Context: an optimization exercise on an open-source flow, tuned for small area and a short achievable clock period. The choices shown serve that exercise and are no tape-out recipe.
Only the layout flow was run in this run; the RTL was not checked for function there.
Power and IR drop assume default switching activity.

==> config.mk <==
export PLATFORM = sky130hd
export DESIGN_NAME = mac_16bit
export DESIGN_NICKNAME = mac_16bit
export VERILOG_FILES = /design/flow/design.v
export SDC_FILE = /design/flow/constraint.sdc
export NUM_CORES = 4
export LEC_CHECK = 0
export CAP_MARGIN = 20
export CORE_MARGIN = 2
export CORE_UTILIZATION = 60
export CTS_CLUSTER_DIAMETER = 100
export CTS_CLUSTER_SIZE = 20
export SETUP_SLACK_MARGIN = 4.15
export SLEW_MARGIN = 20
==> constraint.sdc <==
create_clock -name core_clock -period 6.9 [get_ports {clk}]
set_input_delay 1.3800 -clock core_clock [delete_from_list [all_inputs] [get_ports {clk}]]
set_output_delay 1.3800 -clock core_clock [all_outputs]
set_load 0.01 [all_outputs]
==> design.v <==
module mac_16bit(out_rounded,md,mr,clk,rst);
output reg [26:0] out_rounded;
input [15:0] md,mr;
input clk,rst;
reg [15:0] MD;
reg [7:0] ONE, TWO, NEG;         
reg [84:0] P;                  
reg [39:0] A;                    
reg [5:0] CB;                 
reg [8:0] k;       
reg clr;           
reg z1;            
reg r1, z2;        
wire zero = !rst | clr;
wire [16:0] mrx = {mr, 1'b0};
wire [7:0] one_n, two_n, neg_n;
genvar g;
generate for (g = 0; g < 8; g = g + 1) begin : enc
  assign one_n[g] = mrx[2*g+1] ^ mrx[2*g];
  assign two_n[g] = (mrx[2*g+2] & ~mrx[2*g+1] & ~mrx[2*g]) | (~mrx[2*g+2] & mrx[2*g+1] & mrx[2*g]);
  assign neg_n[g] = mrx[2*g+2] & ~(mrx[2*g+1] & mrx[2*g]);
end endgenerate
wire [16:0] pp0 = (({17{ONE[0]}} & {MD[15], MD}) | ({17{TWO[0]}} & {MD, 1'b0})) ^ {17{NEG[0]}};
wire ns0 = ~pp0[16];
wire [16:0] pp1 = (({17{ONE[1]}} & {MD[15], MD}) | ({17{TWO[1]}} & {MD, 1'b0})) ^ {17{NEG[1]}};
wire ns1 = ~pp1[16];
wire [16:0] pp2 = (({17{ONE[2]}} & {MD[15], MD}) | ({17{TWO[2]}} & {MD, 1'b0})) ^ {17{NEG[2]}};
wire ns2 = ~pp2[16];
wire [16:0] pp3 = (({17{ONE[3]}} & {MD[15], MD}) | ({17{TWO[3]}} & {MD, 1'b0})) ^ {17{NEG[3]}};
wire ns3 = ~pp3[16];
wire [16:0] pp4 = (({17{ONE[4]}} & {MD[15], MD}) | ({17{TWO[4]}} & {MD, 1'b0})) ^ {17{NEG[4]}};
wire ns4 = ~pp4[16];
wire [16:0] pp5 = (({17{ONE[5]}} & {MD[15], MD}) | ({17{TWO[5]}} & {MD, 1'b0})) ^ {17{NEG[5]}};
wire ns5 = ~pp5[16];
wire [16:0] pp6 = (({17{ONE[6]}} & {MD[15], MD}) | ({17{TWO[6]}} & {MD, 1'b0})) ^ {17{NEG[6]}};
wire ns6 = ~pp6[16];
wire [16:0] pp7 = (({17{ONE[7]}} & {MD[15], MD}) | ({17{TWO[7]}} & {MD, 1'b0})) ^ {17{NEG[7]}};
wire ns7 = ~pp7[16];
wire as1, ac2; assign {ac2, as1} = {1'b0, pp0[10]} + {1'b0, pp1[8]};
wire as3, ac4; assign {ac4, as3} = {1'b0, pp0[11]} + {1'b0, pp1[9]};
wire as5, ac6; assign {ac6, as5} = {1'b0, pp0[12]} + {1'b0, pp1[10]} + {1'b0, pp2[8]};
wire as7, ac8; assign {ac8, as7} = {1'b0, pp3[6]} + {1'b0, pp4[4]};
wire as9, ac10; assign {ac10, as9} = {1'b0, pp0[13]} + {1'b0, pp1[11]} + {1'b0, pp2[9]};
wire as11, ac12; assign {ac12, as11} = {1'b0, pp3[7]} + {1'b0, pp4[5]};
wire as13, ac14; assign {ac14, as13} = {1'b0, pp0[14]} + {1'b0, pp1[12]} + {1'b0, pp2[10]};
wire as15, ac16; assign {ac16, as15} = {1'b0, pp3[8]} + {1'b0, pp4[6]} + {1'b0, pp5[4]};
wire as17, ac18; assign {ac18, as17} = {1'b0, pp6[2]} + {1'b0, pp7[0]};
wire as19, ac20; assign {ac20, as19} = {1'b0, pp0[15]} + {1'b0, pp1[13]} + {1'b0, pp2[11]};
wire as21, ac22; assign {ac22, as21} = {1'b0, pp3[9]} + {1'b0, pp4[7]} + {1'b0, pp5[5]};
wire as23, ac24; assign {ac24, as23} = {1'b0, pp6[3]} + {1'b0, pp7[1]};
wire as25 = ~(ns0 ^ pp1[14]); wire ac26 = ns0 | pp1[14];
wire as27, ac28; assign {ac28, as27} = {1'b0, pp2[12]} + {1'b0, pp3[10]} + {1'b0, pp4[8]};
wire as29, ac30; assign {ac30, as29} = {1'b0, pp5[6]} + {1'b0, pp6[4]} + {1'b0, pp7[2]};
wire as31 = ~(pp1[15] ^ pp2[13]); wire ac32 = pp1[15] | pp2[13];
wire as33, ac34; assign {ac34, as33} = {1'b0, pp3[11]} + {1'b0, pp4[9]} + {1'b0, pp5[7]};
wire as35, ac36; assign {ac36, as35} = {1'b0, pp6[5]} + {1'b0, pp7[3]};
wire as37, ac38; assign {ac38, as37} = {1'b0, ns1} + {1'b0, pp2[14]} + {1'b0, pp3[12]};
wire as39, ac40; assign {ac40, as39} = {1'b0, pp4[10]} + {1'b0, pp5[8]} + {1'b0, pp6[6]};
wire as41 = ~(pp2[15] ^ pp3[13]); wire ac42 = pp2[15] | pp3[13];
wire as43, ac44; assign {ac44, as43} = {1'b0, pp4[11]} + {1'b0, pp5[9]};
wire as45, ac46; assign {ac46, as45} = {1'b0, ns2} + {1'b0, pp3[14]} + {1'b0, pp4[12]};
wire as47 = ~pp3[15];
wire as48, ac49; assign {ac49, as48} = {1'b0, pp0[6]} + {1'b0, pp1[4]};
wire as50, ac51; assign {ac51, as50} = {1'b0, pp0[7]} + {1'b0, pp1[5]};
wire as52, ac53; assign {ac53, as52} = {1'b0, pp0[8]} + {1'b0, pp1[6]} + {1'b0, pp2[4]};
wire as54, ac55; assign {ac55, as54} = {1'b0, pp3[2]} + {1'b0, pp4[0]};
wire as56, ac57; assign {ac57, as56} = {1'b0, pp0[9]} + {1'b0, pp1[7]} + {1'b0, pp2[5]};
wire as58, ac59; assign {ac59, as58} = {1'b0, pp3[3]} + {1'b0, pp4[1]};
wire as60, ac61; assign {ac61, as60} = {1'b0, as1} + {1'b0, pp2[6]} + {1'b0, pp3[4]};
wire as62, ac63; assign {ac63, as62} = {1'b0, pp4[2]} + {1'b0, pp5[0]} + {1'b0, NEG[5]};
wire as64, ac65; assign {ac65, as64} = {1'b0, as3} + {1'b0, pp2[7]} + {1'b0, pp3[5]};
wire as66, ac67; assign {ac67, as66} = {1'b0, pp4[3]} + {1'b0, pp5[1]} + {1'b0, ac2};
wire as68, ac69; assign {ac69, as68} = {1'b0, as5} + {1'b0, as7} + {1'b0, pp5[2]};
wire as70, ac71; assign {ac71, as70} = {1'b0, pp6[0]} + {1'b0, NEG[6]} + {1'b0, ac4};
wire as72, ac73; assign {ac73, as72} = {1'b0, as9} + {1'b0, as11} + {1'b0, pp5[3]};
wire as74, ac75; assign {ac75, as74} = {1'b0, pp6[1]} + {1'b0, ac6} + {1'b0, ac8};
wire as76, ac77; assign {ac77, as76} = {1'b0, as13} + {1'b0, as15} + {1'b0, as17};
wire as78, ac79; assign {ac79, as78} = {1'b0, NEG[7]} + {1'b0, ac10} + {1'b0, ac12};
wire as80, ac81; assign {ac81, as80} = {1'b0, as19} + {1'b0, as21} + {1'b0, as23};
wire as82, ac83; assign {ac83, as82} = {1'b0, ac14} + {1'b0, ac16} + {1'b0, ac18};
wire as84, ac85; assign {ac85, as84} = {1'b0, as25} + {1'b0, as27} + {1'b0, as29};
wire as86, ac87; assign {ac87, as86} = {1'b0, ac20} + {1'b0, ac22} + {1'b0, ac24};
wire as88, ac89; assign {ac89, as88} = {1'b0, as31} + {1'b0, as33} + {1'b0, as35};
wire as90, ac91; assign {ac91, as90} = {1'b0, ac26} + {1'b0, ac28} + {1'b0, ac30};
wire as92, ac93; assign {ac93, as92} = {1'b0, as37} + {1'b0, as39} + {1'b0, pp7[4]};
wire as94, ac95; assign {ac95, as94} = {1'b0, ac32} + {1'b0, ac34} + {1'b0, ac36};
wire as96, ac97; assign {ac97, as96} = {1'b0, as41} + {1'b0, as43} + {1'b0, pp6[7]};
wire as98, ac99; assign {ac99, as98} = {1'b0, pp7[5]} + {1'b0, ac38} + {1'b0, ac40};
wire as100, ac101; assign {ac101, as100} = {1'b0, as45} + {1'b0, pp5[10]} + {1'b0, pp6[8]};
wire as102, ac103; assign {ac103, as102} = {1'b0, pp7[6]} + {1'b0, ac42} + {1'b0, ac44};
wire as104, ac105; assign {ac105, as104} = {1'b0, as47} + {1'b0, pp4[13]} + {1'b0, pp5[11]};
wire as106, ac107; assign {ac107, as106} = {1'b0, pp6[9]} + {1'b0, pp7[7]} + {1'b0, ac46};
wire as108, ac109; assign {ac109, as108} = {1'b0, ns3} + {1'b0, pp4[14]} + {1'b0, pp5[12]};
wire as110, ac111; assign {ac111, as110} = {1'b0, pp6[10]} + {1'b0, pp7[8]} + {1'b0, pp3[15]};
wire as112 = ~(pp4[15] ^ pp5[13]); wire ac113 = pp4[15] | pp5[13];
wire as114, ac115; assign {ac115, as114} = {1'b0, pp6[11]} + {1'b0, pp7[9]};
wire as116, ac117; assign {ac117, as116} = {1'b0, ns4} + {1'b0, pp5[14]} + {1'b0, pp6[12]};
wire as118 = ~pp5[15];
wire as119, ac120; assign {ac120, as119} = {1'b0, pp0[4]} + {1'b0, pp1[2]};
wire as121, ac122; assign {ac122, as121} = {1'b0, pp0[5]} + {1'b0, pp1[3]};
wire as123, ac124; assign {ac124, as123} = {1'b0, as48} + {1'b0, pp2[2]} + {1'b0, pp3[0]};
wire as125, ac126; assign {ac126, as125} = {1'b0, as50} + {1'b0, pp2[3]} + {1'b0, pp3[1]};
wire as127, ac128; assign {ac128, as127} = {1'b0, as52} + {1'b0, as54} + {1'b0, NEG[4]};
wire as129, ac130; assign {ac130, as129} = {1'b0, as56} + {1'b0, as58} + {1'b0, ac53};
wire as131, ac132; assign {ac132, as131} = {1'b0, as60} + {1'b0, as62} + {1'b0, ac57};
wire as133, ac134; assign {ac134, as133} = {1'b0, as64} + {1'b0, as66} + {1'b0, ac61};
wire as135, ac136; assign {ac136, as135} = {1'b0, as68} + {1'b0, as70} + {1'b0, ac65};
wire as137, ac138; assign {ac138, as137} = {1'b0, as72} + {1'b0, as74} + {1'b0, ac69};
wire as139, ac140; assign {ac140, as139} = {1'b0, as76} + {1'b0, as78} + {1'b0, ac73};
wire as141, ac142; assign {ac142, as141} = {1'b0, as80} + {1'b0, as82} + {1'b0, ac77};
wire as143, ac144; assign {ac144, as143} = {1'b0, as84} + {1'b0, as86} + {1'b0, ac81};
wire as145, ac146; assign {ac146, as145} = {1'b0, as88} + {1'b0, as90} + {1'b0, ac85};
wire as147, ac148; assign {ac148, as147} = {1'b0, as92} + {1'b0, as94} + {1'b0, ac89};
wire as149, ac150; assign {ac150, as149} = {1'b0, as96} + {1'b0, as98} + {1'b0, ac93};
wire as151, ac152; assign {ac152, as151} = {1'b0, as100} + {1'b0, as102} + {1'b0, ac97};
wire as153, ac154; assign {ac154, as153} = {1'b0, as104} + {1'b0, as106} + {1'b0, ac101};
wire as155, ac156; assign {ac156, as155} = {1'b0, as108} + {1'b0, as110} + {1'b0, ac105};
wire as157, ac158; assign {ac158, as157} = {1'b0, as112} + {1'b0, as114} + {1'b0, ac109};
wire as159, ac160; assign {ac160, as159} = {1'b0, as116} + {1'b0, pp7[10]} + {1'b0, ac113};
wire as161, ac162; assign {ac162, as161} = {1'b0, as118} + {1'b0, pp6[13]} + {1'b0, pp7[11]};
wire as163, ac164; assign {ac164, as163} = {1'b0, ns5} + {1'b0, pp6[14]} + {1'b0, pp7[12]};
wire as165 = ~pp6[15];
wire [84:0] pnext;
assign pnext[0] = pp0[0];
assign pnext[1] = NEG[0];
assign pnext[2] = pp0[1];
assign pnext[3] = pp0[2];
assign pnext[4] = pp1[0];
assign pnext[5] = NEG[1];
assign pnext[6] = pp0[3];
assign pnext[7] = pp1[1];
assign pnext[8] = as119;
assign pnext[9] = pp2[0];
assign pnext[10] = NEG[2];
assign pnext[11] = as121;
assign pnext[12] = pp2[1];
assign pnext[13] = ac120;
assign pnext[14] = as123;
assign pnext[15] = NEG[3];
assign pnext[16] = ac122;
assign pnext[17] = as125;
assign pnext[18] = ac49;
assign pnext[19] = ac124;
assign pnext[20] = as127;
assign pnext[21] = ac51;
assign pnext[22] = ac126;
assign pnext[23] = as129;
assign pnext[24] = ac55;
assign pnext[25] = ac128;
assign pnext[26] = as131;
assign pnext[27] = ac59;
assign pnext[28] = ac130;
assign pnext[29] = as133;
assign pnext[30] = ac63;
assign pnext[31] = ac132;
assign pnext[32] = as135;
assign pnext[33] = ac67;
assign pnext[34] = ac134;
assign pnext[35] = as137;
assign pnext[36] = ac71;
assign pnext[37] = ac136;
assign pnext[38] = as139;
assign pnext[39] = ac75;
assign pnext[40] = ac138;
assign pnext[41] = as141;
assign pnext[42] = ac79;
assign pnext[43] = ac140;
assign pnext[44] = as143;
assign pnext[45] = ac83;
assign pnext[46] = ac142;
assign pnext[47] = as145;
assign pnext[48] = ac87;
assign pnext[49] = ac144;
assign pnext[50] = as147;
assign pnext[51] = ac91;
assign pnext[52] = ac146;
assign pnext[53] = as149;
assign pnext[54] = ac95;
assign pnext[55] = ac148;
assign pnext[56] = as151;
assign pnext[57] = ac99;
assign pnext[58] = ac150;
assign pnext[59] = as153;
assign pnext[60] = ac103;
assign pnext[61] = ac152;
assign pnext[62] = as155;
assign pnext[63] = ac107;
assign pnext[64] = ac154;
assign pnext[65] = as157;
assign pnext[66] = ac111;
assign pnext[67] = ac156;
assign pnext[68] = as159;
assign pnext[69] = ac115;
assign pnext[70] = ac158;
assign pnext[71] = as161;
assign pnext[72] = ac117;
assign pnext[73] = ac160;
assign pnext[74] = as163;
assign pnext[75] = pp5[15];
assign pnext[76] = ac162;
assign pnext[77] = as165;
assign pnext[78] = pp7[13];
assign pnext[79] = ac164;
assign pnext[80] = ns6;
assign pnext[81] = pp7[14];
assign pnext[82] = pp6[15];
assign pnext[83] = pp7[15];
assign pnext[84] = ns7;
wire bs166, bc167; assign {bc167, bs166} = {1'b0, P[3]} + {1'b0, P[4]};
wire bs168, bc169; assign {bc169, bs168} = {1'b0, P[6]} + {1'b0, P[7]};
wire [1:0] bt172 = {1'b0, ~P[8]} + {1'b0, ~P[9]} + {1'b0, ~P[10]}; wire bs170 = ~bt172[0]; wire bc171 = ~bt172[1];
wire [1:0] bt175 = {1'b0, ~P[11]} + {1'b0, ~P[12]} + {1'b0, ~P[13]}; wire bs173 = ~bt175[0]; wire bc174 = ~bt175[1];
wire [1:0] bt178 = {1'b0, ~P[14]} + {1'b0, ~P[15]} + {1'b0, ~P[16]}; wire bs176 = ~bt178[0]; wire bc177 = ~bt178[1];
wire [1:0] bt181 = {1'b0, ~P[17]} + {1'b0, ~P[18]} + {1'b0, ~P[19]}; wire bs179 = ~bt181[0]; wire bc180 = ~bt181[1];
wire [1:0] bt184 = {1'b0, ~P[20]} + {1'b0, ~P[21]} + {1'b0, ~P[22]}; wire bs182 = ~bt184[0]; wire bc183 = ~bt184[1];
wire [1:0] bt187 = {1'b0, ~P[23]} + {1'b0, ~P[24]} + {1'b0, ~P[25]}; wire bs185 = ~bt187[0]; wire bc186 = ~bt187[1];
wire [1:0] bt190 = {1'b0, ~P[26]} + {1'b0, ~P[27]} + {1'b0, ~P[28]}; wire bs188 = ~bt190[0]; wire bc189 = ~bt190[1];
wire [1:0] bt193 = {1'b0, ~P[29]} + {1'b0, ~P[30]} + {1'b0, ~P[31]}; wire bs191 = ~bt193[0]; wire bc192 = ~bt193[1];
wire [1:0] bt196 = {1'b0, ~P[32]} + {1'b0, ~P[33]} + {1'b0, ~P[34]}; wire bs194 = ~bt196[0]; wire bc195 = ~bt196[1];
wire [1:0] bt199 = {1'b0, ~P[35]} + {1'b0, ~P[36]} + {1'b0, ~P[37]}; wire bs197 = ~bt199[0]; wire bc198 = ~bt199[1];
wire [1:0] bt202 = {1'b0, ~P[38]} + {1'b0, ~P[39]} + {1'b0, ~P[40]}; wire bs200 = ~bt202[0]; wire bc201 = ~bt202[1];
wire [1:0] bt205 = {1'b0, ~P[41]} + {1'b0, ~P[42]} + {1'b0, ~P[43]}; wire bs203 = ~bt205[0]; wire bc204 = ~bt205[1];
wire [1:0] bt208 = {1'b0, ~P[44]} + {1'b0, ~P[45]} + {1'b0, ~P[46]}; wire bs206 = ~bt208[0]; wire bc207 = ~bt208[1];
wire [1:0] bt211 = {1'b0, ~P[47]} + {1'b0, ~P[48]} + {1'b0, ~P[49]}; wire bs209 = ~bt211[0]; wire bc210 = ~bt211[1];
wire [1:0] bt214 = {1'b0, ~P[50]} + {1'b0, ~P[51]} + {1'b0, ~P[52]}; wire bs212 = ~bt214[0]; wire bc213 = ~bt214[1];
wire [1:0] bt217 = {1'b0, ~P[53]} + {1'b0, ~P[54]} + {1'b0, ~P[55]}; wire bs215 = ~bt217[0]; wire bc216 = ~bt217[1];
wire [1:0] bt220 = {1'b0, ~P[56]} + {1'b0, ~P[57]} + {1'b0, ~P[58]}; wire bs218 = ~bt220[0]; wire bc219 = ~bt220[1];
wire [1:0] bt223 = {1'b0, ~P[59]} + {1'b0, ~P[60]} + {1'b0, ~P[61]}; wire bs221 = ~bt223[0]; wire bc222 = ~bt223[1];
wire [1:0] bt226 = {1'b0, ~P[62]} + {1'b0, ~P[63]} + {1'b0, ~P[64]}; wire bs224 = ~bt226[0]; wire bc225 = ~bt226[1];
wire [1:0] bt229 = {1'b0, ~P[65]} + {1'b0, ~P[66]} + {1'b0, ~P[67]}; wire bs227 = ~bt229[0]; wire bc228 = ~bt229[1];
wire [1:0] bt232 = {1'b0, ~P[68]} + {1'b0, ~P[69]} + {1'b0, ~P[70]}; wire bs230 = ~bt232[0]; wire bc231 = ~bt232[1];
wire [1:0] bt235 = {1'b0, ~P[71]} + {1'b0, ~P[72]} + {1'b0, ~P[73]}; wire bs233 = ~bt235[0]; wire bc234 = ~bt235[1];
wire [1:0] bt238 = {1'b0, ~P[74]} + {1'b0, ~P[75]} + {1'b0, ~P[76]}; wire bs236 = ~bt238[0]; wire bc237 = ~bt238[1];
wire [1:0] bt241 = {1'b0, ~P[77]} + {1'b0, ~P[78]} + {1'b0, ~P[79]}; wire bs239 = ~bt241[0]; wire bc240 = ~bt241[1];
wire [1:0] bt244 = {1'b0, ~P[80]} + {1'b0, ~P[81]} + {1'b0, ~P[82]}; wire bs242 = ~bt244[0]; wire bc243 = ~bt244[1];
wire bs245 = ~P[83];
wire bs246, bc247; assign {bc247, bs246} = {1'b0, P[0]} + {1'b0, P[1]};
wire bs248, bc249; assign {bc249, bs248} = {1'b0, P[2]} + {1'b0, A[1]};
wire [1:0] bt252 = {1'b0, ~bs166} + {1'b0, ~P[5]} + {1'b0, ~A[2]}; wire bs250 = ~bt252[0]; wire bc251 = ~bt252[1];
wire [1:0] bt255 = {1'b0, ~bs168} + {1'b0, ~A[3]} + {1'b0, ~bc167}; wire bs253 = ~bt255[0]; wire bc254 = ~bt255[1];
wire [1:0] bt258 = {1'b0, ~bs170} + {1'b0, ~A[4]} + {1'b0, ~bc169}; wire bs256 = ~bt258[0]; wire bc257 = ~bt258[1];
wire [1:0] bt261 = {1'b0, ~bs173} + {1'b0, ~A[5]} + {1'b0, ~bc171}; wire bs259 = ~bt261[0]; wire bc260 = ~bt261[1];
wire [1:0] bt264 = {1'b0, ~bs176} + {1'b0, ~A[6]} + {1'b0, ~bc174}; wire bs262 = ~bt264[0]; wire bc263 = ~bt264[1];
wire [1:0] bt267 = {1'b0, ~bs179} + {1'b0, ~A[7]} + {1'b0, ~bc177}; wire bs265 = ~bt267[0]; wire bc266 = ~bt267[1];
wire [1:0] bt270 = {1'b0, ~bs182} + {1'b0, ~A[8]} + {1'b0, ~bc180}; wire bs268 = ~bt270[0]; wire bc269 = ~bt270[1];
wire [1:0] bt273 = {1'b0, ~bs185} + {1'b0, ~A[9]} + {1'b0, ~bc183}; wire bs271 = ~bt273[0]; wire bc272 = ~bt273[1];
wire [1:0] bt276 = {1'b0, ~bs188} + {1'b0, ~A[10]} + {1'b0, ~bc186}; wire bs274 = ~bt276[0]; wire bc275 = ~bt276[1];
wire [1:0] bt279 = {1'b0, ~bs191} + {1'b0, ~A[11]} + {1'b0, ~bc189}; wire bs277 = ~bt279[0]; wire bc278 = ~bt279[1];
wire [1:0] bt282 = {1'b0, ~bs194} + {1'b0, ~A[12]} + {1'b0, ~bc192}; wire bs280 = ~bt282[0]; wire bc281 = ~bt282[1];
wire [1:0] bt285 = {1'b0, ~bs197} + {1'b0, ~A[13]} + {1'b0, ~bc195}; wire bs283 = ~bt285[0]; wire bc284 = ~bt285[1];
wire [1:0] bt288 = {1'b0, ~bs200} + {1'b0, ~A[14]} + {1'b0, ~bc198}; wire bs286 = ~bt288[0]; wire bc287 = ~bt288[1];
wire [1:0] bt291 = {1'b0, ~bs203} + {1'b0, ~A[15]} + {1'b0, ~bc201}; wire bs289 = ~bt291[0]; wire bc290 = ~bt291[1];
wire [1:0] bt294 = {1'b0, ~bs206} + {1'b0, ~A[16]} + {1'b0, ~bc204}; wire bs292 = ~bt294[0]; wire bc293 = ~bt294[1];
wire [1:0] bt297 = {1'b0, ~bs209} + {1'b0, ~A[17]} + {1'b0, ~bc207}; wire bs295 = ~bt297[0]; wire bc296 = ~bt297[1];
wire [1:0] bt300 = {1'b0, ~bs212} + {1'b0, ~A[18]} + {1'b0, ~bc210}; wire bs298 = ~bt300[0]; wire bc299 = ~bt300[1];
wire [1:0] bt303 = {1'b0, ~bs215} + {1'b0, ~A[19]} + {1'b0, ~bc213}; wire bs301 = ~bt303[0]; wire bc302 = ~bt303[1];
wire [1:0] bt306 = {1'b0, ~bs218} + {1'b0, ~A[20]} + {1'b0, ~bc216}; wire bs304 = ~bt306[0]; wire bc305 = ~bt306[1];
wire [1:0] bt309 = {1'b0, ~bs221} + {1'b0, ~A[21]} + {1'b0, ~bc219}; wire bs307 = ~bt309[0]; wire bc308 = ~bt309[1];
wire [1:0] bt312 = {1'b0, ~bs224} + {1'b0, ~A[22]} + {1'b0, ~bc222}; wire bs310 = ~bt312[0]; wire bc311 = ~bt312[1];
wire [1:0] bt315 = {1'b0, ~bs227} + {1'b0, ~A[23]} + {1'b0, ~bc225}; wire bs313 = ~bt315[0]; wire bc314 = ~bt315[1];
wire [1:0] bt318 = {1'b0, ~bs230} + {1'b0, ~A[24]} + {1'b0, ~bc228}; wire bs316 = ~bt318[0]; wire bc317 = ~bt318[1];
wire [1:0] bt321 = {1'b0, ~bs233} + {1'b0, ~A[25]} + {1'b0, ~bc231}; wire bs319 = ~bt321[0]; wire bc320 = ~bt321[1];
wire [1:0] bt324 = {1'b0, ~bs236} + {1'b0, ~A[26]} + {1'b0, ~bc234}; wire bs322 = ~bt324[0]; wire bc323 = ~bt324[1];
wire [1:0] bt327 = {1'b0, ~bs239} + {1'b0, ~A[27]} + {1'b0, ~bc237}; wire bs325 = ~bt327[0]; wire bc326 = ~bt327[1];
wire [1:0] bt330 = {1'b0, ~bs242} + {1'b0, ~A[28]} + {1'b0, ~bc240}; wire bs328 = ~bt330[0]; wire bc329 = ~bt330[1];
wire [1:0] bt333 = {1'b0, ~bs245} + {1'b0, ~A[29]} + {1'b0, ~bc243}; wire bs331 = ~bt333[0]; wire bc332 = ~bt333[1];
wire [1:0] bt336 = {1'b0, ~P[84]} + {1'b0, ~A[30]} + {1'b0, ~P[83]}; wire bs334 = ~bt336[0]; wire bc335 = ~bt336[1];
wire bs337 = ~A[31];
wire [7:0] yhi = 8'd0 + {7'd0, A[31]} - 8'd1;
wire k0_g338, k0_p345; assign {k0_g338, k0_p345} = {1'b0, bs246} + {1'b0, A[0]};
wire k0_g339, k0_p346; assign {k0_g339, k0_p346} = {1'b0, bs248} + {1'b0, bc247};
wire k0_g340, k0_p347; assign {k0_g340, k0_p347} = {1'b0, bs250} + {1'b0, bc249};
wire k0_g341, k0_p348; assign {k0_g341, k0_p348} = {1'b0, bs253} + {1'b0, bc251};
wire k0_g342, k0_p349; assign {k0_g342, k0_p349} = {1'b0, bs256} + {1'b0, bc254};
wire k0_g343, k0_p350; assign {k0_g343, k0_p350} = {1'b0, bs259} + {1'b0, bc257};
wire k0_g344, k0_p351; assign {k0_g344, k0_p351} = {1'b0, bs262} + {1'b0, bc260};
wire k0_G352 = k0_g339 | (k0_p346 & k0_g338);
wire k0_P353 = k0_p346 & k0_p345;
wire k0_G354 = k0_g340 | (k0_p347 & k0_g339);
wire k0_P355 = k0_p347 & k0_p346;
wire k0_G356 = k0_g341 | (k0_p348 & k0_g340);
wire k0_P357 = k0_p348 & k0_p347;
wire k0_G358 = k0_g342 | (k0_p349 & k0_g341);
wire k0_P359 = k0_p349 & k0_p348;
wire k0_G360 = k0_g343 | (k0_p350 & k0_g342);
wire k0_P361 = k0_p350 & k0_p349;
wire k0_G362 = k0_g344 | (k0_p351 & k0_g343);
wire k0_P363 = k0_p351 & k0_p350;
wire k0_G364 = k0_G354 | (k0_P355 & k0_g338);
wire k0_P365 = k0_P355 & k0_p345;
wire k0_G366 = k0_G356 | (k0_P357 & k0_G352);
wire k0_P367 = k0_P357 & k0_P353;
wire k0_G368 = k0_G358 | (k0_P359 & k0_G354);
wire k0_P369 = k0_P359 & k0_P355;
wire k0_G370 = k0_G360 | (k0_P361 & k0_G356);
wire k0_P371 = k0_P361 & k0_P357;
wire k0_G372 = k0_G362 | (k0_P363 & k0_G358);
wire k0_P373 = k0_P363 & k0_P359;
wire k0_G374 = k0_G368 | (k0_P369 & k0_g338);
wire k0_P375 = k0_P369 & k0_p345;
wire k0_G376 = k0_G370 | (k0_P371 & k0_G352);
wire k0_P377 = k0_P371 & k0_P353;
wire k0_G378 = k0_G372 | (k0_P373 & k0_G364);
wire k0_P379 = k0_P373 & k0_P365;
wire k0_s380 = k0_p345;
wire k0_s381 = k0_p346 ^ k0_g338;
wire k0_s382 = k0_p347 ^ k0_G352;
wire k0_s383 = k0_p348 ^ k0_G364;
wire k0_s384 = k0_p349 ^ k0_G366;
wire k0_s385 = k0_p350 ^ k0_G374;
wire k0_s386 = k0_p351 ^ k0_G376;
wire k1_g387, k1_p393; assign {k1_g387, k1_p393} = {1'b0, bs265} + {1'b0, bc263};
wire k1_g388, k1_p394; assign {k1_g388, k1_p394} = {1'b0, bs268} + {1'b0, bc266};
wire k1_g389, k1_p395; assign {k1_g389, k1_p395} = {1'b0, bs271} + {1'b0, bc269};
wire k1_g390, k1_p396; assign {k1_g390, k1_p396} = {1'b0, bs274} + {1'b0, bc272};
wire k1_g391, k1_p397; assign {k1_g391, k1_p397} = {1'b0, bs277} + {1'b0, bc275};
wire k1_g392, k1_p398; assign {k1_g392, k1_p398} = {1'b0, bs280} + {1'b0, bc278};
wire k1_G399 = k1_g388 | (k1_p394 & k1_g387);
wire k1_P400 = k1_p394 & k1_p393;
wire k1_G401 = k1_g389 | (k1_p395 & k1_g388);
wire k1_P402 = k1_p395 & k1_p394;
wire k1_G403 = k1_g390 | (k1_p396 & k1_g389);
wire k1_P404 = k1_p396 & k1_p395;
wire k1_G405 = k1_g391 | (k1_p397 & k1_g390);
wire k1_P406 = k1_p397 & k1_p396;
wire k1_G407 = k1_g392 | (k1_p398 & k1_g391);
wire k1_P408 = k1_p398 & k1_p397;
wire k1_G409 = k1_G401 | (k1_P402 & k1_g387);
wire k1_P410 = k1_P402 & k1_p393;
wire k1_G411 = k1_G403 | (k1_P404 & k1_G399);
wire k1_P412 = k1_P404 & k1_P400;
wire k1_G413 = k1_G405 | (k1_P406 & k1_G401);
wire k1_P414 = k1_P406 & k1_P402;
wire k1_G415 = k1_G407 | (k1_P408 & k1_G403);
wire k1_P416 = k1_P408 & k1_P404;
wire k1_G417 = k1_G413 | (k1_P414 & k1_g387);
wire k1_P418 = k1_P414 & k1_p393;
wire k1_G419 = k1_G415 | (k1_P416 & k1_G399);
wire k1_P420 = k1_P416 & k1_P400;
wire k1_s421 = k1_p393 ^ CB[0];
wire k1_c422 = k1_g387 | (k1_p393 & CB[0]);
wire k1_s423 = k1_p394 ^ k1_c422;
wire k1_c424 = k1_G399 | (k1_P400 & CB[0]);
wire k1_s425 = k1_p395 ^ k1_c424;
wire k1_c426 = k1_G409 | (k1_P410 & CB[0]);
wire k1_s427 = k1_p396 ^ k1_c426;
wire k1_c428 = k1_G411 | (k1_P412 & CB[0]);
wire k1_s429 = k1_p397 ^ k1_c428;
wire k1_c430 = k1_G417 | (k1_P418 & CB[0]);
wire k1_s431 = k1_p398 ^ k1_c430;
wire k1_co432 = k1_G419 | (k1_P420 & CB[0]);
wire k2_g433, k2_p439; assign {k2_g433, k2_p439} = {1'b0, bs283} + {1'b0, bc281};
wire k2_g434, k2_p440; assign {k2_g434, k2_p440} = {1'b0, bs286} + {1'b0, bc284};
wire k2_g435, k2_p441; assign {k2_g435, k2_p441} = {1'b0, bs289} + {1'b0, bc287};
wire k2_g436, k2_p442; assign {k2_g436, k2_p442} = {1'b0, bs292} + {1'b0, bc290};
wire k2_g437, k2_p443; assign {k2_g437, k2_p443} = {1'b0, bs295} + {1'b0, bc293};
wire k2_g438, k2_p444; assign {k2_g438, k2_p444} = {1'b0, bs298} + {1'b0, bc296};
wire k2_G445 = k2_g434 | (k2_p440 & k2_g433);
wire k2_P446 = k2_p440 & k2_p439;
wire k2_G447 = k2_g435 | (k2_p441 & k2_g434);
wire k2_P448 = k2_p441 & k2_p440;
wire k2_G449 = k2_g436 | (k2_p442 & k2_g435);
wire k2_P450 = k2_p442 & k2_p441;
wire k2_G451 = k2_g437 | (k2_p443 & k2_g436);
wire k2_P452 = k2_p443 & k2_p442;
wire k2_G453 = k2_g438 | (k2_p444 & k2_g437);
wire k2_P454 = k2_p444 & k2_p443;
wire k2_G455 = k2_G447 | (k2_P448 & k2_g433);
wire k2_P456 = k2_P448 & k2_p439;
wire k2_G457 = k2_G449 | (k2_P450 & k2_G445);
wire k2_P458 = k2_P450 & k2_P446;
wire k2_G459 = k2_G451 | (k2_P452 & k2_G447);
wire k2_P460 = k2_P452 & k2_P448;
wire k2_G461 = k2_G453 | (k2_P454 & k2_G449);
wire k2_P462 = k2_P454 & k2_P450;
wire k2_G463 = k2_G459 | (k2_P460 & k2_g433);
wire k2_P464 = k2_P460 & k2_p439;
wire k2_G465 = k2_G461 | (k2_P462 & k2_G445);
wire k2_P466 = k2_P462 & k2_P446;
wire k2_s467 = k2_p439 ^ CB[1];
wire k2_c468 = k2_g433 | (k2_p439 & CB[1]);
wire k2_s469 = k2_p440 ^ k2_c468;
wire k2_c470 = k2_G445 | (k2_P446 & CB[1]);
wire k2_s471 = k2_p441 ^ k2_c470;
wire k2_c472 = k2_G455 | (k2_P456 & CB[1]);
wire k2_s473 = k2_p442 ^ k2_c472;
wire k2_c474 = k2_G457 | (k2_P458 & CB[1]);
wire k2_s475 = k2_p443 ^ k2_c474;
wire k2_c476 = k2_G463 | (k2_P464 & CB[1]);
wire k2_s477 = k2_p444 ^ k2_c476;
wire k2_co478 = k2_G465 | (k2_P466 & CB[1]);
wire k3_g479, k3_p485; assign {k3_g479, k3_p485} = {1'b0, bs301} + {1'b0, bc299};
wire k3_g480, k3_p486; assign {k3_g480, k3_p486} = {1'b0, bs304} + {1'b0, bc302};
wire k3_g481, k3_p487; assign {k3_g481, k3_p487} = {1'b0, bs307} + {1'b0, bc305};
wire k3_g482, k3_p488; assign {k3_g482, k3_p488} = {1'b0, bs310} + {1'b0, bc308};
wire k3_g483, k3_p489; assign {k3_g483, k3_p489} = {1'b0, bs313} + {1'b0, bc311};
wire k3_g484, k3_p490; assign {k3_g484, k3_p490} = {1'b0, bs316} + {1'b0, bc314};
wire k3_G491 = k3_g480 | (k3_p486 & k3_g479);
wire k3_P492 = k3_p486 & k3_p485;
wire k3_G493 = k3_g481 | (k3_p487 & k3_g480);
wire k3_P494 = k3_p487 & k3_p486;
wire k3_G495 = k3_g482 | (k3_p488 & k3_g481);
wire k3_P496 = k3_p488 & k3_p487;
wire k3_G497 = k3_g483 | (k3_p489 & k3_g482);
wire k3_P498 = k3_p489 & k3_p488;
wire k3_G499 = k3_g484 | (k3_p490 & k3_g483);
wire k3_P500 = k3_p490 & k3_p489;
wire k3_G501 = k3_G493 | (k3_P494 & k3_g479);
wire k3_P502 = k3_P494 & k3_p485;
wire k3_G503 = k3_G495 | (k3_P496 & k3_G491);
wire k3_P504 = k3_P496 & k3_P492;
wire k3_G505 = k3_G497 | (k3_P498 & k3_G493);
wire k3_P506 = k3_P498 & k3_P494;
wire k3_G507 = k3_G499 | (k3_P500 & k3_G495);
wire k3_P508 = k3_P500 & k3_P496;
wire k3_G509 = k3_G505 | (k3_P506 & k3_g479);
wire k3_P510 = k3_P506 & k3_p485;
wire k3_G511 = k3_G507 | (k3_P508 & k3_G491);
wire k3_P512 = k3_P508 & k3_P492;
wire k3_s513 = k3_p485 ^ CB[2];
wire k3_c514 = k3_g479 | (k3_p485 & CB[2]);
wire k3_s515 = k3_p486 ^ k3_c514;
wire k3_c516 = k3_G491 | (k3_P492 & CB[2]);
wire k3_s517 = k3_p487 ^ k3_c516;
wire k3_c518 = k3_G501 | (k3_P502 & CB[2]);
wire k3_s519 = k3_p488 ^ k3_c518;
wire k3_c520 = k3_G503 | (k3_P504 & CB[2]);
wire k3_s521 = k3_p489 ^ k3_c520;
wire k3_c522 = k3_G509 | (k3_P510 & CB[2]);
wire k3_s523 = k3_p490 ^ k3_c522;
wire k3_co524 = k3_G511 | (k3_P512 & CB[2]);
wire k4_g525, k4_p531; assign {k4_g525, k4_p531} = {1'b0, bs319} + {1'b0, bc317};
wire k4_g526, k4_p532; assign {k4_g526, k4_p532} = {1'b0, bs322} + {1'b0, bc320};
wire k4_g527, k4_p533; assign {k4_g527, k4_p533} = {1'b0, bs325} + {1'b0, bc323};
wire k4_g528, k4_p534; assign {k4_g528, k4_p534} = {1'b0, bs328} + {1'b0, bc326};
wire k4_g529, k4_p535; assign {k4_g529, k4_p535} = {1'b0, bs331} + {1'b0, bc329};
wire k4_g530, k4_p536; assign {k4_g530, k4_p536} = {1'b0, bs334} + {1'b0, bc332};
wire k4_G537 = k4_g526 | (k4_p532 & k4_g525);
wire k4_P538 = k4_p532 & k4_p531;
wire k4_G539 = k4_g527 | (k4_p533 & k4_g526);
wire k4_P540 = k4_p533 & k4_p532;
wire k4_G541 = k4_g528 | (k4_p534 & k4_g527);
wire k4_P542 = k4_p534 & k4_p533;
wire k4_G543 = k4_g529 | (k4_p535 & k4_g528);
wire k4_P544 = k4_p535 & k4_p534;
wire k4_G545 = k4_g530 | (k4_p536 & k4_g529);
wire k4_P546 = k4_p536 & k4_p535;
wire k4_G547 = k4_G539 | (k4_P540 & k4_g525);
wire k4_P548 = k4_P540 & k4_p531;
wire k4_G549 = k4_G541 | (k4_P542 & k4_G537);
wire k4_P550 = k4_P542 & k4_P538;
wire k4_G551 = k4_G543 | (k4_P544 & k4_G539);
wire k4_P552 = k4_P544 & k4_P540;
wire k4_G553 = k4_G545 | (k4_P546 & k4_G541);
wire k4_P554 = k4_P546 & k4_P542;
wire k4_G555 = k4_G551 | (k4_P552 & k4_g525);
wire k4_P556 = k4_P552 & k4_p531;
wire k4_G557 = k4_G553 | (k4_P554 & k4_G537);
wire k4_P558 = k4_P554 & k4_P538;
wire k4_s559 = k4_p531 ^ CB[3];
wire k4_c560 = k4_g525 | (k4_p531 & CB[3]);
wire k4_s561 = k4_p532 ^ k4_c560;
wire k4_c562 = k4_G537 | (k4_P538 & CB[3]);
wire k4_s563 = k4_p533 ^ k4_c562;
wire k4_c564 = k4_G547 | (k4_P548 & CB[3]);
wire k4_s565 = k4_p534 ^ k4_c564;
wire k4_c566 = k4_G549 | (k4_P550 & CB[3]);
wire k4_s567 = k4_p535 ^ k4_c566;
wire k4_c568 = k4_G555 | (k4_P556 & CB[3]);
wire k4_s569 = k4_p536 ^ k4_c568;
wire k4_co570 = k4_G557 | (k4_P558 & CB[3]);
wire k5_g571, k5_p577; assign {k5_g571, k5_p577} = {1'b0, bs337} + {1'b0, bc335};
wire k5_g572, k5_p578; assign {k5_g572, k5_p578} = {1'b0, A[32]} + {1'b0, yhi[0]};
wire k5_g573, k5_p579; assign {k5_g573, k5_p579} = {1'b0, A[33]} + {1'b0, yhi[1]};
wire k5_g574, k5_p580; assign {k5_g574, k5_p580} = {1'b0, A[34]} + {1'b0, yhi[2]};
wire k5_g575, k5_p581; assign {k5_g575, k5_p581} = {1'b0, A[35]} + {1'b0, yhi[3]};
wire k5_g576, k5_p582; assign {k5_g576, k5_p582} = {1'b0, A[36]} + {1'b0, yhi[4]};
wire k5_G583 = k5_g572 | (k5_p578 & k5_g571);
wire k5_P584 = k5_p578 & k5_p577;
wire k5_G585 = k5_g573 | (k5_p579 & k5_g572);
wire k5_P586 = k5_p579 & k5_p578;
wire k5_G587 = k5_g574 | (k5_p580 & k5_g573);
wire k5_P588 = k5_p580 & k5_p579;
wire k5_G589 = k5_g575 | (k5_p581 & k5_g574);
wire k5_P590 = k5_p581 & k5_p580;
wire k5_G591 = k5_g576 | (k5_p582 & k5_g575);
wire k5_P592 = k5_p582 & k5_p581;
wire k5_G593 = k5_G585 | (k5_P586 & k5_g571);
wire k5_P594 = k5_P586 & k5_p577;
wire k5_G595 = k5_G587 | (k5_P588 & k5_G583);
wire k5_P596 = k5_P588 & k5_P584;
wire k5_G597 = k5_G589 | (k5_P590 & k5_G585);
wire k5_P598 = k5_P590 & k5_P586;
wire k5_G599 = k5_G591 | (k5_P592 & k5_G587);
wire k5_P600 = k5_P592 & k5_P588;
wire k5_G601 = k5_G597 | (k5_P598 & k5_g571);
wire k5_P602 = k5_P598 & k5_p577;
wire k5_G603 = k5_G599 | (k5_P600 & k5_G583);
wire k5_P604 = k5_P600 & k5_P584;
wire k5_s605 = k5_p577 ^ CB[4];
wire k5_c606 = k5_g571 | (k5_p577 & CB[4]);
wire k5_s607 = k5_p578 ^ k5_c606;
wire k5_c608 = k5_G583 | (k5_P584 & CB[4]);
wire k5_s609 = k5_p579 ^ k5_c608;
wire k5_c610 = k5_G593 | (k5_P594 & CB[4]);
wire k5_s611 = k5_p580 ^ k5_c610;
wire k5_c612 = k5_G595 | (k5_P596 & CB[4]);
wire k5_s613 = k5_p581 ^ k5_c612;
wire k5_c614 = k5_G601 | (k5_P602 & CB[4]);
wire k5_s615 = k5_p582 ^ k5_c614;
wire k5_co616 = k5_G603 | (k5_P604 & CB[4]);
wire k6_g617, k6_p620; assign {k6_g617, k6_p620} = {1'b0, A[37]} + {1'b0, yhi[5]};
wire k6_g618, k6_p621; assign {k6_g618, k6_p621} = {1'b0, A[38]} + {1'b0, yhi[6]};
wire k6_g619, k6_p622; assign {k6_g619, k6_p622} = {1'b0, A[39]} + {1'b0, yhi[7]};
wire k6_G623 = k6_g618 | (k6_p621 & k6_g617);
wire k6_P624 = k6_p621 & k6_p620;
wire k6_G625 = k6_g619 | (k6_p622 & k6_g618);
wire k6_P626 = k6_p622 & k6_p621;
wire k6_G627 = k6_G625 | (k6_P626 & k6_g617);
wire k6_P628 = k6_P626 & k6_p620;
wire k6_s629 = k6_p620 ^ CB[5];
wire k6_c630 = k6_g617 | (k6_p620 & CB[5]);
wire k6_s631 = k6_p621 ^ k6_c630;
wire k6_c632 = k6_G623 | (k6_P624 & CB[5]);
wire k6_s633 = k6_p622 ^ k6_c632;
wire k6_co634 = k6_G627 | (k6_P628 & CB[5]);
wire [39:0] sum = {k6_s633, k6_s631, k6_s629, k5_s615, k5_s613, k5_s611, k5_s609, k5_s607, k5_s605, k4_s569, k4_s567, k4_s565, k4_s563, k4_s561, k4_s559, k3_s523, k3_s521, k3_s519, k3_s517, k3_s515, k3_s513, k2_s477, k2_s475, k2_s473, k2_s471, k2_s469, k2_s467, k1_s431, k1_s429, k1_s427, k1_s425, k1_s423, k1_s421, k0_s386, k0_s385, k0_s384, k0_s383, k0_s382, k0_s381, k0_s380};
wire [5:0] cbnext = {k5_co616, k4_co570, k3_co524, k2_co478, k1_co432, k0_G378};
wire [13:0] L = {1'b0, A[12:0]} + {6'd0, CB[0], 7'd0};
wire c13 = L[13];
wire up = L[12] & ((A[13] ^ c13 ^ CB[1]) | (|L[11:0]));
wire y13 = c13 ^ CB[1]; wire y14 = c13 & CB[1];
wire rg635, rp662; assign {rg635, rp662} = {1'b0, A[13]} + {1'b0, y13};
wire rg636, rp663; assign {rg636, rp663} = {1'b0, A[14]} + {1'b0, y14};
wire rg637 = 1'b0; wire rp664 = A[15];
wire rg638 = 1'b0; wire rp665 = A[16];
wire rg639 = 1'b0; wire rp666 = A[17];
wire rg640 = 1'b0; wire rp667 = A[18];
wire rg641, rp668; assign {rg641, rp668} = {1'b0, A[19]} + {1'b0, CB[2]};
wire rg642 = 1'b0; wire rp669 = A[20];
wire rg643 = 1'b0; wire rp670 = A[21];
wire rg644 = 1'b0; wire rp671 = A[22];
wire rg645 = 1'b0; wire rp672 = A[23];
wire rg646 = 1'b0; wire rp673 = A[24];
wire rg647, rp674; assign {rg647, rp674} = {1'b0, A[25]} + {1'b0, CB[3]};
wire rg648 = 1'b0; wire rp675 = A[26];
wire rg649 = 1'b0; wire rp676 = A[27];
wire rg650 = 1'b0; wire rp677 = A[28];
wire rg651 = 1'b0; wire rp678 = A[29];
wire rg652 = 1'b0; wire rp679 = A[30];
wire rg653, rp680; assign {rg653, rp680} = {1'b0, A[31]} + {1'b0, CB[4]};
wire rg654 = 1'b0; wire rp681 = A[32];
wire rg655 = 1'b0; wire rp682 = A[33];
wire rg656 = 1'b0; wire rp683 = A[34];
wire rg657 = 1'b0; wire rp684 = A[35];
wire rg658 = 1'b0; wire rp685 = A[36];
wire rg659, rp686; assign {rg659, rp686} = {1'b0, A[37]} + {1'b0, CB[5]};
wire rg660 = 1'b0; wire rp687 = A[38];
wire rg661 = 1'b0; wire rp688 = A[39];
wire rG689 = rg636 | (rp663 & rg635);
wire rP690 = rp663 & rp662;
wire rG691 = rg638 | (rp665 & rg637);
wire rP692 = rp665 & rp664;
wire rG693 = rg640 | (rp667 & rg639);
wire rP694 = rp667 & rp666;
wire rG695 = rg642 | (rp669 & rg641);
wire rP696 = rp669 & rp668;
wire rG697 = rg644 | (rp671 & rg643);
wire rP698 = rp671 & rp670;
wire rG699 = rg646 | (rp673 & rg645);
wire rP700 = rp673 & rp672;
wire rG701 = rg648 | (rp675 & rg647);
wire rP702 = rp675 & rp674;
wire rG703 = rg650 | (rp677 & rg649);
wire rP704 = rp677 & rp676;
wire rG705 = rg652 | (rp679 & rg651);
wire rP706 = rp679 & rp678;
wire rG707 = rg654 | (rp681 & rg653);
wire rP708 = rp681 & rp680;
wire rG709 = rg656 | (rp683 & rg655);
wire rP710 = rp683 & rp682;
wire rG711 = rg658 | (rp685 & rg657);
wire rP712 = rp685 & rp684;
wire rG713 = rg660 | (rp687 & rg659);
wire rP714 = rp687 & rp686;
wire rG715 = rg637 | (rp664 & rG689);
wire rP716 = rp664 & rP690;
wire rG717 = rG691 | (rP692 & rG689);
wire rP718 = rP692 & rP690;
wire rG719 = rg641 | (rp668 & rG693);
wire rP720 = rp668 & rP694;
wire rG721 = rG695 | (rP696 & rG693);
wire rP722 = rP696 & rP694;
wire rG723 = rg645 | (rp672 & rG697);
wire rP724 = rp672 & rP698;
wire rG725 = rG699 | (rP700 & rG697);
wire rP726 = rP700 & rP698;
wire rG727 = rg649 | (rp676 & rG701);
wire rP728 = rp676 & rP702;
wire rG729 = rG703 | (rP704 & rG701);
wire rP730 = rP704 & rP702;
wire rG731 = rg653 | (rp680 & rG705);
wire rP732 = rp680 & rP706;
wire rG733 = rG707 | (rP708 & rG705);
wire rP734 = rP708 & rP706;
wire rG735 = rg657 | (rp684 & rG709);
wire rP736 = rp684 & rP710;
wire rG737 = rG711 | (rP712 & rG709);
wire rP738 = rP712 & rP710;
wire rG739 = rg661 | (rp688 & rG713);
wire rP740 = rp688 & rP714;
wire rG741 = rg639 | (rp666 & rG717);
wire rP742 = rp666 & rP718;
wire rG743 = rG693 | (rP694 & rG717);
wire rP744 = rP694 & rP718;
wire rG745 = rG719 | (rP720 & rG717);
wire rP746 = rP720 & rP718;
wire rG747 = rG721 | (rP722 & rG717);
wire rP748 = rP722 & rP718;
wire rG749 = rg647 | (rp674 & rG725);
wire rP750 = rp674 & rP726;
wire rG751 = rG701 | (rP702 & rG725);
wire rP752 = rP702 & rP726;
wire rG753 = rG727 | (rP728 & rG725);
wire rP754 = rP728 & rP726;
wire rG755 = rG729 | (rP730 & rG725);
wire rP756 = rP730 & rP726;
wire rG757 = rg655 | (rp682 & rG733);
wire rP758 = rp682 & rP734;
wire rG759 = rG709 | (rP710 & rG733);
wire rP760 = rP710 & rP734;
wire rG761 = rG735 | (rP736 & rG733);
wire rP762 = rP736 & rP734;
wire rG763 = rG737 | (rP738 & rG733);
wire rP764 = rP738 & rP734;
wire rG765 = rg643 | (rp670 & rG747);
wire rP766 = rp670 & rP748;
wire rG767 = rG697 | (rP698 & rG747);
wire rP768 = rP698 & rP748;
wire rG769 = rG723 | (rP724 & rG747);
wire rP770 = rP724 & rP748;
wire rG771 = rG725 | (rP726 & rG747);
wire rP772 = rP726 & rP748;
wire rG773 = rG749 | (rP750 & rG747);
wire rP774 = rP750 & rP748;
wire rG775 = rG751 | (rP752 & rG747);
wire rP776 = rP752 & rP748;
wire rG777 = rG753 | (rP754 & rG747);
wire rP778 = rP754 & rP748;
wire rG779 = rG755 | (rP756 & rG747);
wire rP780 = rP756 & rP748;
wire rG781 = rg659 | (rp686 & rG763);
wire rP782 = rp686 & rP764;
wire rG783 = rG713 | (rP714 & rG763);
wire rP784 = rP714 & rP764;
wire rG785 = rG739 | (rP740 & rG763);
wire rP786 = rP740 & rP764;
wire rG787 = rg651 | (rp678 & rG779);
wire rP788 = rp678 & rP780;
wire rG789 = rG705 | (rP706 & rG779);
wire rP790 = rP706 & rP780;
wire rG791 = rG731 | (rP732 & rG779);
wire rP792 = rP732 & rP780;
wire rG793 = rG733 | (rP734 & rG779);
wire rP794 = rP734 & rP780;
wire rG795 = rG757 | (rP758 & rG779);
wire rP796 = rP758 & rP780;
wire rG797 = rG759 | (rP760 & rG779);
wire rP798 = rP760 & rP780;
wire rG799 = rG761 | (rP762 & rG779);
wire rP800 = rP762 & rP780;
wire rG801 = rG763 | (rP764 & rG779);
wire rP802 = rP764 & rP780;
wire rG803 = rG781 | (rP782 & rG779);
wire rP804 = rP782 & rP780;
wire rG805 = rG783 | (rP784 & rG779);
wire rP806 = rP784 & rP780;
wire rG807 = rG785 | (rP786 & rG779);
wire rP808 = rP786 & rP780;
wire rs809 = rp662 ^ up;
wire rc810 = rg635 | (rp662 & up);
wire rs811 = rp663 ^ rc810;
wire rc812 = rG689 | (rP690 & up);
wire rs813 = rp664 ^ rc812;
wire rc814 = rG715 | (rP716 & up);
wire rs815 = rp665 ^ rc814;
wire rc816 = rG717 | (rP718 & up);
wire rs817 = rp666 ^ rc816;
wire rc818 = rG741 | (rP742 & up);
wire rs819 = rp667 ^ rc818;
wire rc820 = rG743 | (rP744 & up);
wire rs821 = rp668 ^ rc820;
wire rc822 = rG745 | (rP746 & up);
wire rs823 = rp669 ^ rc822;
wire rc824 = rG747 | (rP748 & up);
wire rs825 = rp670 ^ rc824;
wire rc826 = rG765 | (rP766 & up);
wire rs827 = rp671 ^ rc826;
wire rc828 = rG767 | (rP768 & up);
wire rs829 = rp672 ^ rc828;
wire rc830 = rG769 | (rP770 & up);
wire rs831 = rp673 ^ rc830;
wire rc832 = rG771 | (rP772 & up);
wire rs833 = rp674 ^ rc832;
wire rc834 = rG773 | (rP774 & up);
wire rs835 = rp675 ^ rc834;
wire rc836 = rG775 | (rP776 & up);
wire rs837 = rp676 ^ rc836;
wire rc838 = rG777 | (rP778 & up);
wire rs839 = rp677 ^ rc838;
wire rc840 = rG779 | (rP780 & up);
wire rs841 = rp678 ^ rc840;
wire rc842 = rG787 | (rP788 & up);
wire rs843 = rp679 ^ rc842;
wire rc844 = rG789 | (rP790 & up);
wire rs845 = rp680 ^ rc844;
wire rc846 = rG791 | (rP792 & up);
wire rs847 = rp681 ^ rc846;
wire rc848 = rG793 | (rP794 & up);
wire rs849 = rp682 ^ rc848;
wire rc850 = rG795 | (rP796 & up);
wire rs851 = rp683 ^ rc850;
wire rc852 = rG797 | (rP798 & up);
wire rs853 = rp684 ^ rc852;
wire rc854 = rG799 | (rP800 & up);
wire rs855 = rp685 ^ rc854;
wire rc856 = rG801 | (rP802 & up);
wire rs857 = rp686 ^ rc856;
wire rc858 = rG803 | (rP804 & up);
wire rs859 = rp687 ^ rc858;
wire rc860 = rG805 | (rP806 & up);
wire rs861 = rp688 ^ rc860;
wire rco862 = rG807 | (rP808 & up);
wire [26:0] rnd = {rs861, rs859, rs857, rs855, rs853, rs851, rs849, rs847, rs845, rs843, rs841, rs839, rs837, rs835, rs833, rs831, rs829, rs827, rs825, rs823, rs821, rs819, rs817, rs815, rs813, rs811, rs809};
always @(posedge clk) begin
  MD <= md;
  ONE <= one_n;
  TWO <= two_n;
  NEG <= neg_n;
  P <= pnext;
  z1 <= zero;
  r1 <= !rst;
  z2 <= r1;
  if (z1 | z2) A <= 40'd0;
  else A <= sum;
  if (z1 | z2) CB <= 6'd0;
  else CB <= cbnext;
  out_rounded <= (zero | z1) ? 27'd0 : rnd;
  if (zero) k <= {8'd0, clr};
  else k <= k + 9'd1;
  clr <= rst & !clr & (k == 9'd258);
end
endmodule
==> flow/run.sh <==
#!/bin/bash
# The standard layout (the standard.sh), except that the port buffers are
# sky130_fd_sc_hd__buf_2 cells instead of the default delay buffers.
set -euo pipefail
export BUFFER_PORTS_ARGS="-buffer_cell sky130_fd_sc_hd__buf_2"
bash standard.sh > standard.log 2>&1
==> standard.sh <==
#!/bin/bash
# synth_recipe.tcl (not shown) runs the flow's synth.tcl, then flattens the netlist and writes it again
# the make line also repeats each setting of config.mk as NAME=value (left out here)
make -C /OpenROAD-flow-scripts/flow DESIGN_CONFIG=/design/flow/config.mk WORK_HOME=/design/flow/orfs CLKGATE_MAP_FILE= SYNTH_SCRIPT=/design/flow/synth_recipe.tcl "${@:-finish}"
==> run notes <==
==> sequential cells by signal, summed over array words and instances, names as in the netlist, 6 cells and up <==
signal / cells
ONE: 8
A: 40
MD: 16
NEG: 8
P: 85
k: 9
CB: 6
out_rounded: 27
TWO: 8
==> timing repair <==
item,CTS,global route
hold buffers,0,0
pin swaps,30,32
setup buffers,9,10
endpoints found under the setup margin,45,31
gates resized for setup,52,26
==> through the flow <==
stage / setup WS (ns) / cell area [µm²] / std cells / util (%)
3_5_place_dp: 3.90 / 13100 / 1473 / 62.5
3_3_place_gp: 3.93 / 13100 / 1473 / 62.5
5_1_grt: 3.93 / 13800 / 1508 / 66.2
6_report: 4.06 / 13800 / 1508 / 66.2
4_1_cts: 4.10 / 13600 / 1498 / 65.3
2_1_floorplan: 4.15 / 12700 / 1214 / -
==> metal layers <==
layer  part of all wire, %  track usage [%]  up-vias
li1                      -                -     4015
met1                    48             35.8     4030
met2                    45             38.6      274
met3                   5.7             3.82       35
met4                   1.7             7.05        0
met5                     0                0        -
==> worst max-delay path, delay by kind of cell, from the launching register on <==
kind	cells	cell delay (ns)
AOI/OAI and AO/OA	5	0.81
DFF	1	0.33
adders and majority gates	3	1.31
and+or+nand+nor	2	0.23
==> power by group through the flow <==
| stage | clock [mW] | sequential [mW] | combinational (mW) |
|---|---|---|---|
| 3_5_place_dp | 0 | 1.82 | 3.22 |
| 4_1_cts | 0.821 | 1.80 | 3.43 |
| 3_3_place_gp | 0 | 1.81 | 3.10 |
| 5_1_grt | 0.864 | 1.84 | 4.27 |
| 6_report | 0.796 | 1.80 | 3.73 |
| 2_1_floorplan | 0 | 1.71 | 2.61 |
==> cell usage in the layout, fill, tap and decap left out, drive strengths merged, types with 4 or more instances in the layout <==
| cell type | instances |
|---|---|
| nand4 | 6 |
| nor3 | 15 |
| nand2 | 23 |
| o21a | 12 |
| nor2b | 20 |
| o21bai | 8 |
| fa | 122 |
| and2 | 8 |
| a21oi | 22 |
| nand3 | 12 |
| o211ai | 6 |
| nand2b | 9 |
| o21ai | 23 |
| a21o | 15 |
| dfxtp | 211 |
| nand3b | 7 |
| xor2 | 59 |
| inv | 122 |
| mux2 | 4 |
| mux2i | 5 |
| clkbuf | 15 |
| ha | 80 |
| nor2 | 62 |
| xnor2 | 124 |
| a22oi | 120 |
| buf | 87 |
| or3 | 8 |
==> cell type report <==
| cell class | instances | area, µm² | area share [%] |
|---|---|---|---|
| Clock buffer | 15 | 375 | 2.71 |
| Clock inverter | 1 | 11.3 | 0.0814 |
| Inverter | 121 | 454 | 3.28 |
| Multi-Input combinational cell | 798 | 7870 | 56.9 |
| Sequential cell | 211 | 4270 | 30.9 |
| Tap cell | 275 | 344 | 2.49 |
| Timing Repair Buffer | 87 | 503 | 3.64 |
==> worst max path at each step <==
stage / to / cells after the start / startpoint / slack, ns
floorplan: P[50] / 7 / NEG[1] / 4.15
global placement: out_rounded[9] / 5 / rst / 3.93
detailed placement: out_rounded[9] / 5 / rst / 3.90
CTS: CB[4] / 10 / P[73] / 4.10
global route: A[30] / 10 / P[72] / 3.93
finish: A[30] / 10 / P[72] / 4.06
==> cells by family after synthesis <==
kind of cell    after synthesis  share of synthesized area, %
buf+inv                     205                          6.07
mux                           9                         0.751
flops                       211                          33.3
compound gates              219                          12.5
simple gates                185                          7.49
xor+xnor                    183                          12.7
fa+ha+maj                   202                          27.2
==> results by group <==
Layout
  • Area grow syn2layout: 9.19%
  • Share of cells above drive strength 1: 15.1%
  • Antenna fix cells: 0
  • Post-layout nets: 1469
  • Fillers: 1686

Placed design
  • Port bufs: 60
  • Gpl congestion: 0.865
  • Final HPWL DP: 19.0 mm

Global route
  • First-pass GRT wire length: 43.8 mm
  • Largest net degree at the start of global routing: 38
  • GRT overflow: 0
  • GRT Overall Usage: about a quarter
  • Vias in the first global route: 8550
  • Initial antenna violation count: 0

Worst hold path
  • Worst hold endpoint: z2
  • Hold path startpoint: r1
  • WHS Path Cells: 0
  • Hold crit path type: reg2reg

Floorplanning
  • Starting Density: around three fifths
  • I/O pins: slightly above 60
  • Die area: 22300 µm²
  • Row count: 53
  • Core Region: 20900 µm²
  • Die Span X: 149 µm
  • DIE HEIGHT: around 150 µm

Clocking
  • Clock Tree Buf Depth: 3
  • CTS clk-pin slew, worst paths: about 0.080 ns
  • CTS root buf: clkbuf_16
  • CTS sink cnt: 211
  • Worst-skew pair later-pin latency: ~0.49 ns
  • Total CTS buffers: 14
  • CTS tree: built
  • H-tree levels: 1

Logic synthesis
  • Syn. warnings: 1
  • Top_reg_cell synth: dfxtp_1
  • Top-count cell post-synth: dfxtp_1
  • Most common library cells after synthesis: dfxtp_1 (211), xnor2_1 (124), fa_1 (122)
  • Top-area cell type share of the netlist area: 33.3%
  • EDFF count, synth: 0
  • Syn Std Cell Area: 12700 µm²
  • Synth area leader: dfxtp_1
  • Cells after Synth: 1214
  • Register area share after synthesis: 33.3%
  • Post-synthesis cell type count: 52
  • Synth area leaders: dfxtp_1 (33%), fa_1 (19%), xnor2_1 (8.6%), ha_1 (7.9%), a22oi_1 (7.1%)
  • Mean Syn Cell Area: 10.4 µm²
  • Synth Net Count: 1450
  • Post-synthesis register bit count: 211
  • Async set or reset register ratio after synthesis: 0%

Pwr
  • Cell area power density: 457 nW/µm²
  • Pint: 3.81 mW
  • Power, Total: 6.32 mW
  • Peak VDD IR: 0.222 mV
  • Net Sw Frac: 39.7%
  • Switching Power: 2.51 mW
  • Sequential share of power: 28.5%
  • Clock Power Share: 12.6%
  • Comb pwr share: 59.0%
  • P_leak: 5.95 nW

Route
  • Iter 0 DRT Violations: 465
  • DR pass1 iterations: 5
  • DRC violations left: 0
  • Vias/cell: 5.54
  • Post-route ant nets: 0
  • WL/cell: 17.8 µm
  • Via count: 8354
  • Detailed Route WL: 26.8 mm

STA
  • Slew HR: around two fifths
  • Setup Viol. Count Final: 0
  • Worst-margin pin slew: ~0.87 ns
  • Max Clk Rate: 352 MHz
  • Final hold vios: 0
  • Fin Clk Skew: 0.0196 ns
  • Crit path time final: 2.84 ns
  • Post-route clock period utilization: 41.1%
  • Hold slack: around 0.34 ns
  • Accumulated negative setup slack: 0 ns
  • RSZ-0062 raised after global routing: yes
  • Slew Limit Fails: 0

Setup path
  • Maximum fanout along the worst path: 2
  • CP max stage delay: 0.57 ns
  • CP required: 7.23 ns
  • Reg2Reg Depth: 10
  • Crit path launch type: flip-flop
  • Critical path type: reg2reg
  • Crit path cell chain: fa_1 > fa_1 > ha_1 > a21o_1 > a21o_1 > a21oi_2 > o21bai_2 > a21oi_2 > nor2b_2 > nor3_1
  • Worst r2r src: P[72]
  • CP Capture Type: flip-flop
  • Reg2reg end: A[30]
  • Critical-path top delay cell: fa_1
  • CP arrival: 3.17 ns
  • R2R setup slack: 4.06 ns

Status
  • Status: timing/DRC/antenna clean

Run
  • MaxCap Viol Count: 0

separate check: timing with driven ports:
Ports are ideal in the flow. The routed layout listed here was re-timed in OpenROAD.
Step 1 sets driving cells, clkbuf_16 on the clock port and buf_2 on the other inputs (assumed; they add their load-dependent delay and slew).
Step 2 also shifts input and output timing later by t, the mid clock arrival at the registers, as if the neighbouring blocks saw the same clock.
Three values: no drivers, after step 1, after step 2; two values: the first two.
t, ns: 0.522
setup slack, ns: 4.061 / 4.061 / 3.934
hold WS [ns]: 0.340 / 0.340 / 0.340
worst setup path after step 2: input to register
worst register clock-pin slew, ns: 0.09 / 0.09
After both steps this run still meets setup and hold. For this run, drivers alone change the setup slack by 0.000 ns; drivers and shift together by -0.127 ns.
